Background: an optimization exercise with open tools, aiming at a short achievable clock period and few clock cycles. Do not read the settings as production practice. RTL that was checked went through simulation tests only; none was proved equivalent to the original. The flow treats the clock pin as an ideal source, which a real chip does not have. Power is estimated from default activity; no workload was simulated.

== try-sierra ==
==> flow/design.v (excerpt) <==
module MIPS_DLX(
	input         clock,
	input         reset,
	input         enable,
	output [9:0]  imem_addr,
	input  [31:0] imem_data,
	output [9:0]  dmem_addr,
	output [31:0] dmem_wdata,
	output        dmem_we,
	input  [31:0] dmem_rdata
);
For scale: roughly 10,000 cells after synthesis, ~2,000 flip-flops, about 120 I/O pins, about 130,000 µm² of cells after synthesis.
Settings: LEC_CHECK=0, CAP_MARGIN=20, CORE_MARGIN=2, CORE_UTILIZATION=40, SLEW_MARGIN=20; clock period 10.0 ns.
standard.sh (not shown) runs the stock make flow with config.mk's settings and CLKGATE_MAP_FILE= SYNTH_SCRIPT=/design/flow/synth_recipe.tcl, a recipe that flattens the netlist after the stock synthesis.
==> flow/flow/run.sh <==
#!/bin/bash
# Layout: the standard ORFS flow (standard.sh, which runs the standard
# synthesis unchanged), with these settings changed:
#   - DONT_USE_CELLS: the platform's list plus the delay cells (clkdlybuf*,
#     dlygate*, dlymetal*), so that repair never puts them on data paths;
#   - SETUP_SLACK_MARGIN 5.6: repair_timing keeps working until paths are
#     about 4.4 ns long (the clock stays at the design's 10 ns);
#   - SLEW_MARGIN / CAP_MARGIN 50: repair_design aims further below the
#     library's slew and capacitance limits;
#   - POST_CTS_TCL: post_cts.tcl, one more repair pass at the end of CTS
#     that resizes, swaps pins and clones but adds no buffers.
# ORFS's own logs are under orfs/logs; make's output goes to standard.log.
set -euo pipefail
here="$PWD/flow"
DONT_USE="$(tr '\n' ' ' < "$here/dont_use.txt")"
bash standard.sh "DONT_USE_CELLS=$DONT_USE" SETUP_SLACK_MARGIN=5.7 \
	SLEW_MARGIN=50 CAP_MARGIN=50 POST_CTS_TCL="$here/post_cts.tcl" IO_CONSTRAINTS="$here/io.tcl" \
	finish > standard.log 2>&1
==> flow/flow/io.tcl <==
# Keep the enable input and the dmem_we output next to each other: the path
# between them (enable gates every store) goes straight through.
set_io_pin_constraint -group -order -pin_names {enable dmem_we}
==> flow/flow/post_cts.tcl <==
# Extra timing repair at the end of ORFS's CTS step (before 4_1_cts.odb is
# written): fix slow transitions, then a setup repair pass that only resizes,
# swaps pins and clones (no new buffers), then legalize the placement again.
puts "post_cts: extra repair"
estimate_parasitics -placement
repair_design -slew_margin 50 -cap_margin 50 -verbose
estimate_parasitics -placement
repair_timing -setup -setup_margin 5.6 -repair_tns 100 -skip_buffering -verbose
detailed_placement
check_placement -verbose
report_worst_slack -max
Other scripts of this flow, unchanged in this note and not shown: flow/flow/dont_use.txt
Testbench counts of try-sierra, summed over its fixed seeds: cycles 26,110.
Inputs modified between try-sierra and try-ember:
-- flow/flow/run.sh --
<<< try-sierra, line 16
bash standard.sh "DONT_USE_CELLS=$DONT_USE" SETUP_SLACK_MARGIN=5.7 \
	SLEW_MARGIN=50 CAP_MARGIN=50 POST_CTS_TCL="$here/post_cts.tcl" IO_CONSTRAINTS="$here/io.tcl" \
>>> try-ember, line 16
bash standard.sh "DONT_USE_CELLS=$DONT_USE" SETUP_SLACK_MARGIN=5.6 \
	SLEW_MARGIN=50 CAP_MARGIN=50 POST_CTS_TCL="$here/post_cts.tcl" \
removed: flow/flow/io.tcl
### Flow results
- Taking try-sierra as the reference point, the fraction of met3 tracks used by global routing of try-ember rises by 0.27 points.
- The total power per unit cell area on try-ember is in line with that on try-sierra.
- Per the comparison of try-ember with try-sierra, synthesis-to-finish area growth now smaller, first-pass GRT wire length now larger.
- On try-ember: worst setup slack after layout is 160 ps higher than what try-sierra gave.
- Comparing try-sierra against try-ember, there is no change at all in clock sink count.
- Summary of the comparison: switching power of the nets is lower in try-ember, relative to try-sierra.
- Comparing try-sierra and try-ember, the lower fraction of final layout cells with drive strength greater than 1 is on try-ember.
- Relative to try-sierra, sequential share of layout area has increased by 0.40 points in try-ember.
[inputs] try-juniper vs try-ember
-- flow/flow/run.sh --
<<< try-ember, line 10
#   - POST_CTS_TCL: post_cts.tcl, one more repair pass at the end of CTS
#     that resizes, swaps pins and clones but adds no buffers.
>>> try-juniper, line 10
#   - POST_CTS_TCL: post_cts.tcl, more repair passes at the end of CTS.
## What came out
try-juniper against try-ember: slew at the pin with the worst max-slew slack has remained practically unchanged, power about even.
As far as count of buffering cells on the critical path with inverters included goes, try-juniper and try-ember are indistinguishable; the numbers are identical.
For try-garnet, these inputs were changed with respect to try-juniper:
-- flow/flow/run.sh --
<<< try-juniper, line 6
#   - SETUP_SLACK_MARGIN 5.6: repair_timing keeps working until paths are
#     about 4.4 ns long (the clock stays at the design's 10 ns);
>>> try-garnet, line 6
#   - SETUP_SLACK_MARGIN 5.5: repair_timing keeps working until paths are
#     about 4.5 ns long (the clock stays at the design's 10 ns);
<<< try-juniper, line 15
bash standard.sh "DONT_USE_CELLS=$DONT_USE" SETUP_SLACK_MARGIN=5.6 \
>>> try-garnet, line 15
bash standard.sh "DONT_USE_CELLS=$DONT_USE" SETUP_SLACK_MARGIN=5.5 \
==> flow/flow/post_cts.tcl <==
# Extra timing repair at the end of ORFS's CTS step (before 4_1_cts.odb is
# written): fix slow transitions, then more setup repair passes, then
# legalize the placement again.
puts "post_cts: extra repair"
estimate_parasitics -placement
repair_design -slew_margin 50 -cap_margin 50 -verbose
estimate_parasitics -placement
repair_timing -setup -setup_margin 5.5 -repair_tns 100 -verbose
detailed_placement
estimate_parasitics -placement
repair_timing -setup -setup_margin 5.5 -repair_tns 100 -verbose
detailed_placement
check_placement -verbose
report_worst_slack -max
### Flow results
- From try-juniper to try-garnet the numbers moved as follows: detailed-routing wirelength on met1 lost about 1.2%; fraction of area in non-clock buffers lost 0.75 points; post-route standard cell area excluding fillers lost 1.5%; via count lost about 1.1%; number of global-route vias before repair neither gained nor lost much.
For try-umber, these inputs were changed with respect to try-garnet:
-- flow/flow/run.sh --
<<< try-garnet, line 6
#   - SETUP_SLACK_MARGIN 5.5: repair_timing keeps working until paths are
#     about 4.5 ns long (the clock stays at the design's 10 ns);
>>> try-umber, line 6
#   - SETUP_SLACK_MARGIN 5.6: repair_timing keeps working until paths are
#     about 4.4 ns long (the clock stays at the design's 10 ns);
<<< try-garnet, line 10
#   - POST_CTS_TCL: post_cts.tcl, more repair passes at the end of CTS.
>>> try-umber, line 10
#   - POST_CTS_TCL: post_cts.tcl, one more repair pass at the end of CTS
#     that resizes, swaps pins and clones but adds no buffers.
<<< try-garnet, line 15
bash standard.sh "DONT_USE_CELLS=$DONT_USE" SETUP_SLACK_MARGIN=5.5 \
	SLEW_MARGIN=50 CAP_MARGIN=50 POST_CTS_TCL="$here/post_cts.tcl" \
>>> try-umber, line 16
bash standard.sh "DONT_USE_CELLS=$DONT_USE" SETUP_SLACK_MARGIN=5.6 \
	SLEW_MARGIN=50 CAP_MARGIN=50 CTS_CLUSTER_SIZE=20 CTS_CLUSTER_DIAMETER=60 POST_CTS_TCL="$here/post_cts.tcl" \
==> flow/flow/post_cts.tcl <==
# Extra timing repair at the end of ORFS's CTS step (before 4_1_cts.odb is
# written): fix slow transitions, then a setup repair pass that only resizes,
# swaps pins and clones (no new buffers), then legalize the placement again.
puts "post_cts: extra repair"
estimate_parasitics -placement
repair_design -slew_margin 50 -cap_margin 50 -verbose
estimate_parasitics -placement
repair_timing -setup -setup_margin 5.6 -repair_tns 100 -skip_buffering -verbose
detailed_placement
check_placement -verbose
report_worst_slack -max
- [compare] base=try-garnet new=try-umber: number of different library cells in the post-synthesis netlist comparable; register-to-register slack now larger.
- Relative to try-garnet, routed length on met3 increased by 1800 µm in try-umber.
- try-garnet → try-umber: final routed wire length divided by cell count saw an increase, sum of internal, switching and leakage power lost about 2%.
- In the flow results for try-umber and try-garnet, the post-route worst setup slack is smaller on try-garnet.
- Summary of try-umber over try-garnet: number of clock buffer instances in the layout lost 28%, utilization neither gained nor lost much, relative slew slack lost 0.81 points.
Modified inputs, try-quartz compared to try-umber
-- flow/flow/run.sh --
<<< try-umber, line 17
	SLEW_MARGIN=50 CAP_MARGIN=50 CTS_CLUSTER_SIZE=20 CTS_CLUSTER_DIAMETER=60 POST_CTS_TCL="$here/post_cts.tcl" \
>>> try-quartz, line 17
	SLEW_MARGIN=50 CAP_MARGIN=50 POST_CTS_TCL="$here/post_cts.tcl" IO_CONSTRAINTS="$here/io.tcl" \
==> flow/flow/io.tcl (new file) <==
# Keep the enable input and the dmem_we output next to each other: the path
# between them (enable gates every store) goes straight through.
set_io_pin_constraint -group -order -pin_names {enable dmem_we}
- [try-quartz] post-route cell area rose about 0.7% relative to try-umber
- Clock network fraction of total power on try-quartz is up relative to try-umber.
- Looking at first-pass iteration count of the detailed router, try-quartz sits 6 above try-umber.
- The worst-case setup slack after placement of try-quartz was superior to that of try-umber.

The RTL this note starts from:
==> flow/design.v <==
`timescale 1ns / 1ps
module MIPS_DLX(
	input         clock,
	input         reset,
	input         enable,
	output [9:0]  imem_addr,
	input  [31:0] imem_data,
	output [9:0]  dmem_addr,
	output [31:0] dmem_wdata,
	output        dmem_we,
	input  [31:0] dmem_rdata
);
reg [9:0]  pc;
reg        e_we, e_load, e_store, e_br, e_bne, e_pred;
reg [4:0]  e_dst;
reg [9:0]  e_pc1, e_tgt;
reg [9:0]  e_pc;
reg        e_hit, e_spred;
reg [1:0]  e_ctr;
reg        e_fa_ld, e_fa_res, e_fb_ld, e_fb_res, e_fc_ld, e_fc_res;
reg [31:0] e_a, e_b, e_c;         
reg [9:0]  e_imm;
reg        e_sub, e_arith, e_and, e_or, e_xor, e_nor, e_slt, e_sltu;
reg        e_sll, e_sr, e_sra, e_big;
reg        e_ek_addi, e_ek_andi, e_ek_slt, e_ek_sltu, e_ezk;
reg [31:0] e_negimm;
reg        m_we, m_load, m_store;
reg [4:0]  m_dst;
reg [31:0] m_res;
reg [9:0]  m_addr;
reg [31:0] m_wdata;
reg [31:0] rf [1:31];
wire [31:0] m_data = m_load ? dmem_rdata : m_res;
assign dmem_addr  = m_addr;
assign dmem_wdata = m_wdata;
assign dmem_we    = m_store & enable;
wire [31:0] a_r = e_fa_res ? m_res : e_a;
wire [31:0] b_r = e_fb_res ? m_res : e_b;
wire [31:0] c_r = e_fc_res ? m_res : e_c;
wire [31:0] a = e_fa_ld ? dmem_rdata : a_r;
wire [31:0] b = e_fb_ld ? dmem_rdata : b_r;
wire [31:0] c = e_fc_ld ? dmem_rdata : c_r;
function [32:0] ks_add;
	input [31:0] x, y;
	input        cin;
	reg [31:0] p, g, gg, pp, gn, pn;
	integer i, d;
	begin
		p = x ^ y;
		g = x & y;
		gg = g; gg[0] = g[0] | (p[0] & cin);
		pp = p;
		for (d = 1; d < 32; d = d * 2) begin
			gn = gg; pn = pp;
			for (i = d; i < 32; i = i + 1) begin
				gn[i] = gg[i] | (pp[i] & gg[i-d]);
				pn[i] = pp[i] & pp[i-d];
			end
			gg = gn; pp = pn;
		end
		ks_add = {gg[31], p ^ {gg[30:0], cin}};
	end
endfunction
wire [32:0] sum  = ks_add(a, c ^ {32{e_sub}}, e_sub);
wire        lt   = (a[31] ^ c[31]) ? a[31] : sum[31];
wire        ltu  = ~sum[32];
wire [4:0]  sh   = c[4:0];
wire        big  = e_big & (|c[31:5]);
wire [31:0] shl  = a << sh;
wire [32:0] shr  = $signed({e_sra & a[31], a}) >>> sh;
wire [31:0] res_shl = big ? 32'd0 : shl;
wire [31:0] res_shr = big ? {32{e_sra & a[31]}} : shr[31:0];
wire [31:0] res = ({32{e_arith}} & sum[31:0])
                | ({32{e_and}}   & (a & c))
                | ({32{e_or}}    & (a | c))
                | ({32{e_xor}}   & (a ^ c))
                | ({32{e_nor}}   & ~(a | c))
                | {31'd0, (e_slt & lt) | (e_sltu & ltu)}
                | ({32{e_sll}}   & res_shl)
                | ({32{e_sr}}    & res_shr);
wire        taken      = (a == b) ^ e_bne;
wire        mispredict = e_br & (taken ^ e_pred);
wire [9:0]  addr       = a[9:0] + e_imm;
wire        ezero      = (e_ek_addi & (a == e_negimm)) | (e_ek_andi & ~|(a & c)) |
                         (e_ek_slt & ~lt) | (e_ek_sltu & ~ltu);
wire [31:0] ins   = imem_data;
wire [5:0]  op    = ins[31:26];
wire [4:0]  rs    = ins[25:21];
wire [4:0]  rt    = ins[20:16];
wire [4:0]  rd    = ins[15:11];
wire [5:0]  funct = ins[5:0];
wire is_r    = op == 6'b000000;
wire is_j    = op == 6'b000010;
wire is_beq  = op == 6'b000100;
wire is_bne  = op == 6'b000101;
wire is_addi = op == 6'b001000;
wire is_slti = op == 6'b001010;
wire is_andi = op == 6'b001100;
wire is_ori  = op == 6'b001101;
wire is_xori = op == 6'b001110;
wire is_lw   = op == 6'b100011;
wire is_sw   = op == 6'b101011;
wire is_imm  = is_addi | is_slti | is_andi | is_ori | is_xori;
wire is_br   = is_beq | is_bne;
wire [4:0] dst = is_r ? rd : rt;
wire       we  = (is_r | is_imm | is_lw) & (dst != 5'd0);
wire f_add  = is_r & (funct == 6'h20 || funct == 6'h21);
wire f_sub  = is_r & (funct == 6'h22 || funct == 6'h23);
wire f_or   = is_r & (funct == 6'h25);
wire f_xor  = is_r & (funct == 6'h26);
wire f_nor  = is_r & (funct == 6'h27);
wire f_slt  = is_r & (funct == 6'h2a);
wire f_sltu = is_r & (funct == 6'h2b);
wire f_sll  = is_r & (funct == 6'h00);
wire f_srl  = is_r & (funct == 6'h02);
wire f_sra  = is_r & (funct == 6'h03);
wire f_sllv = is_r & (funct == 6'h04);
wire f_srlv = is_r & (funct == 6'h06);
wire f_srav = is_r & (funct == 6'h07);
wire f_and  = is_r & ~(f_add | f_sub | f_or | f_xor | f_nor | f_slt | f_sltu |
                       f_sll | f_srl | f_sra | f_sllv | f_srlv | f_srav);
wire [31:0] imm = {{16{ins[15]}}, ins[15:0]};
wire [31:0] rf_a = (rs == 5'd0) ? 32'd0 : rf[rs];
wire [31:0] rf_b = (rt == 5'd0) ? 32'd0 : rf[rt];
wire        byp_a = m_we & (m_dst == rs);
wire        byp_b = m_we & (m_dst == rt);
wire [31:0] val_a = byp_a ? m_data : rf_a;
wire [31:0] val_b = byp_b ? m_data : rf_b;
wire fwd_a = e_we & (e_dst == rs);
wire fwd_b = e_we & (e_dst == rt);
wire same = rs == rt;
wire spred = is_beq ? (same | ins[15]) : ~same;
reg        bp_v   [0:31];
reg [4:0]  bp_tag [0:31];
reg [1:0]  bp_ctr [0:31];
wire [4:0] bp_i   = pc[4:0];
wire       bp_hit = bp_v[bp_i] & (bp_tag[bp_i] == pc[9:5]);
wire [1:0] bp_c   = bp_ctr[bp_i];
wire dpred = bp_hit ? bp_c[1] : spred;
wire [4:0] zr       = (rt == 5'd0) ? rs : rt;
wire       early_ok = is_br & ~same & ((rt == 5'd0) | (rs == 5'd0)) &
                      e_we & e_ezk & (e_dst == zr);
wire       pred     = early_ok ? (is_beq ? ezero : ~ezero) : dpred;
wire [9:0] pc1 = pc + 10'd1;
wire [9:0] tgt = pc + ins[9:0];
wire [9:0] f_next = (is_br & pred) ? tgt : (is_j ? ins[9:0] : pc1);
assign imem_addr = pc;
always @(posedge clock) begin
	if (reset)
		pc <= 10'd0;
	else if (enable)
		pc <= mispredict ? (e_pred ? e_pc1 : e_tgt) : f_next;
end
wire kill = mispredict;
always @(posedge clock) begin
	if (reset) begin
		e_we <= 1'b0; e_load <= 1'b0; e_store <= 1'b0; e_br <= 1'b0;
	end else if (enable) begin
		e_we    <= we & ~kill;
		e_load  <= is_lw & ~kill;
		e_store <= is_sw & ~kill;
		e_br    <= is_br & ~kill;
	end
end
always @(posedge clock) begin
	if (enable) begin
		e_dst    <= dst;
		e_bne    <= is_bne;
		e_pred   <= pred;
		e_pc     <= pc;
		e_hit    <= bp_hit;
		e_spred  <= spred;
		e_ctr    <= bp_c;
		e_pc1    <= pc1;
		e_tgt    <= tgt;
		e_fa_ld  <= fwd_a & e_load;
		e_fa_res <= fwd_a & ~e_load;
		e_fb_ld  <= fwd_b & e_load;
		e_fb_res <= fwd_b & ~e_load;
		e_fc_ld  <= fwd_b & e_load & ~is_imm;
		e_fc_res <= fwd_b & ~e_load & ~is_imm;
		e_a      <= val_a;
		e_b      <= val_b;
		e_c      <= is_imm ? imm : val_b;
		e_imm    <= ins[9:0];
		e_sub    <= f_sub | f_slt | f_sltu | is_slti;
		e_arith  <= f_add | f_sub | is_addi;
		e_and    <= f_and | is_andi;
		e_or     <= f_or | is_ori;
		e_xor    <= f_xor | is_xori;
		e_nor    <= f_nor;
		e_slt    <= f_slt | is_slti;
		e_sltu   <= f_sltu;
		e_sll    <= f_sll | f_sllv;
		e_sr     <= f_srl | f_sra | f_srlv | f_srav;
		e_sra    <= f_sra | f_srav;
		e_big    <= f_sll | f_srl | f_sra;
		e_ek_addi <= is_addi;
		e_ek_andi <= is_andi;
		e_ek_slt  <= f_slt | is_slti;
		e_ek_sltu <= f_sltu;
		e_ezk     <= is_addi | is_andi | f_slt | is_slti | f_sltu;
		e_negimm  <= 32'd0 - imm;
	end
end
always @(posedge clock) begin
	if (reset) begin
		m_we <= 1'b0; m_load <= 1'b0; m_store <= 1'b0;
	end else if (enable) begin
		m_we    <= e_we;
		m_load  <= e_load;
		m_store <= e_store;
	end
end
always @(posedge clock) begin
	if (enable) begin
		m_dst   <= e_dst;
		m_res   <= res;
		m_addr  <= addr;
		m_wdata <= b;
	end
end
wire [1:0] ctr0  = e_hit ? e_ctr : (e_spred ? 2'b10 : 2'b01);
wire [1:0] ctr1  = taken ? ((ctr0 == 2'b11) ? 2'b11 : ctr0 + 2'b01)
                         : ((ctr0 == 2'b00) ? 2'b00 : ctr0 - 2'b01);
integer k;
always @(posedge clock) begin
	if (reset) begin
		for (k = 0; k < 32; k = k + 1) bp_v[k] <= 1'b0;
	end else if (enable && e_br) begin
		bp_v[e_pc[4:0]] <= 1'b1;
	end
end
always @(posedge clock) begin
	if (enable && e_br) begin
		bp_tag[e_pc[4:0]] <= e_pc[9:5];
		bp_ctr[e_pc[4:0]] <= ctr1;
	end
end
always @(posedge clock) begin
	if (enable && m_we)
		rf[m_dst] <= m_data;
end
endmodule
==> flow/config.mk <==
export PLATFORM = sky130hd
export DESIGN_NAME = MIPS_DLX
export DESIGN_NICKNAME = MIPS_DLX
export VERILOG_FILES = /design/flow/design.v
export SDC_FILE = /design/flow/constraint.sdc
export NUM_CORES = 8
export LEC_CHECK = 0
export CAP_MARGIN = 20
export CORE_MARGIN = 2
export CORE_UTILIZATION = 40
export SLEW_MARGIN = 20
==> flow/constraint.sdc <==
create_clock -name core_clock -period 10.0 [get_ports {clock}]
set_input_delay 2.0000 -clock core_clock [delete_from_list [all_inputs] [get_ports {clock}]]
set_output_delay 2.0000 -clock core_clock [all_outputs]
set_load 0.01 [all_outputs]
==> flow/flow/run.sh <==
#!/bin/bash
# Standard ORFS layout, with repair_timing asked for more setup slack than the default.
set -euo pipefail
bash standard.sh SETUP_SLACK_MARGIN=6 finish > standard.log 2>&1
Next try:
Settings changed: ABC_CLOCK_PERIOD_IN_PS set to 3000.
Effect: Core utilization is unchanged; clock-buffer cell count stays the same; fmax is unchanged; via count stays the same; global-route usage stays the same; final cell count is unchanged; synthesized area does not change; power is unchanged; first-iteration DRC count stays the same; cell area is unchanged.
Function was not checked in any run of this note: the RTL went through the layout flow alone.

## separate check: timing with driven ports
In the flow no input, the clock included, has a driving cell. The finished layouts below were timed again as built, in two steps.
Step 1, drivers: a clkbuf_16 drives clock and a buf_2 each remaining input, both assumed.
Step 2 moves the port delays by t, midway between the first and last clock arrival at a register: inputs arrive t later, outputs are due t later. That takes back most of the time a late clock gives input paths.
Three values: no drivers, after step 1, after step 2; two values: the first two.
| run | t (ns) | setup WS [ns] | slew at the worst register clock pin (ns) |
|---|---|---|---|
| try-sierra | 1.043 | 5.321 / 5.269 / 4.245 | 0.07 / 0.07 |
| try-ember | 1.022 | 5.478 / 5.217 / 4.195 | 0.08 / 0.08 |
| try-juniper | 1.022 | 5.478 / 5.217 / 4.195 | 0.08 / 0.08 |
| try-garnet | 1.020 | 5.320 / 5.060 / 4.039 | 0.07 / 0.07 |
| try-umber | 0.978 | 5.404 / 5.244 / 4.267 | 0.09 / 0.09 |
| try-quartz | 1.025 | 5.415 / 5.169 / 4.144 | 0.08 / 0.08 |
| the first run of note 2 | 0.920 | 5.405 / 5.313 / 4.393 | 0.07 / 0.07 |
| the second run of note 2 | 0.920 | 5.405 / 5.313 / 4.393 | 0.07 / 0.07 |
After both steps setup and hold are still met in every run listed.
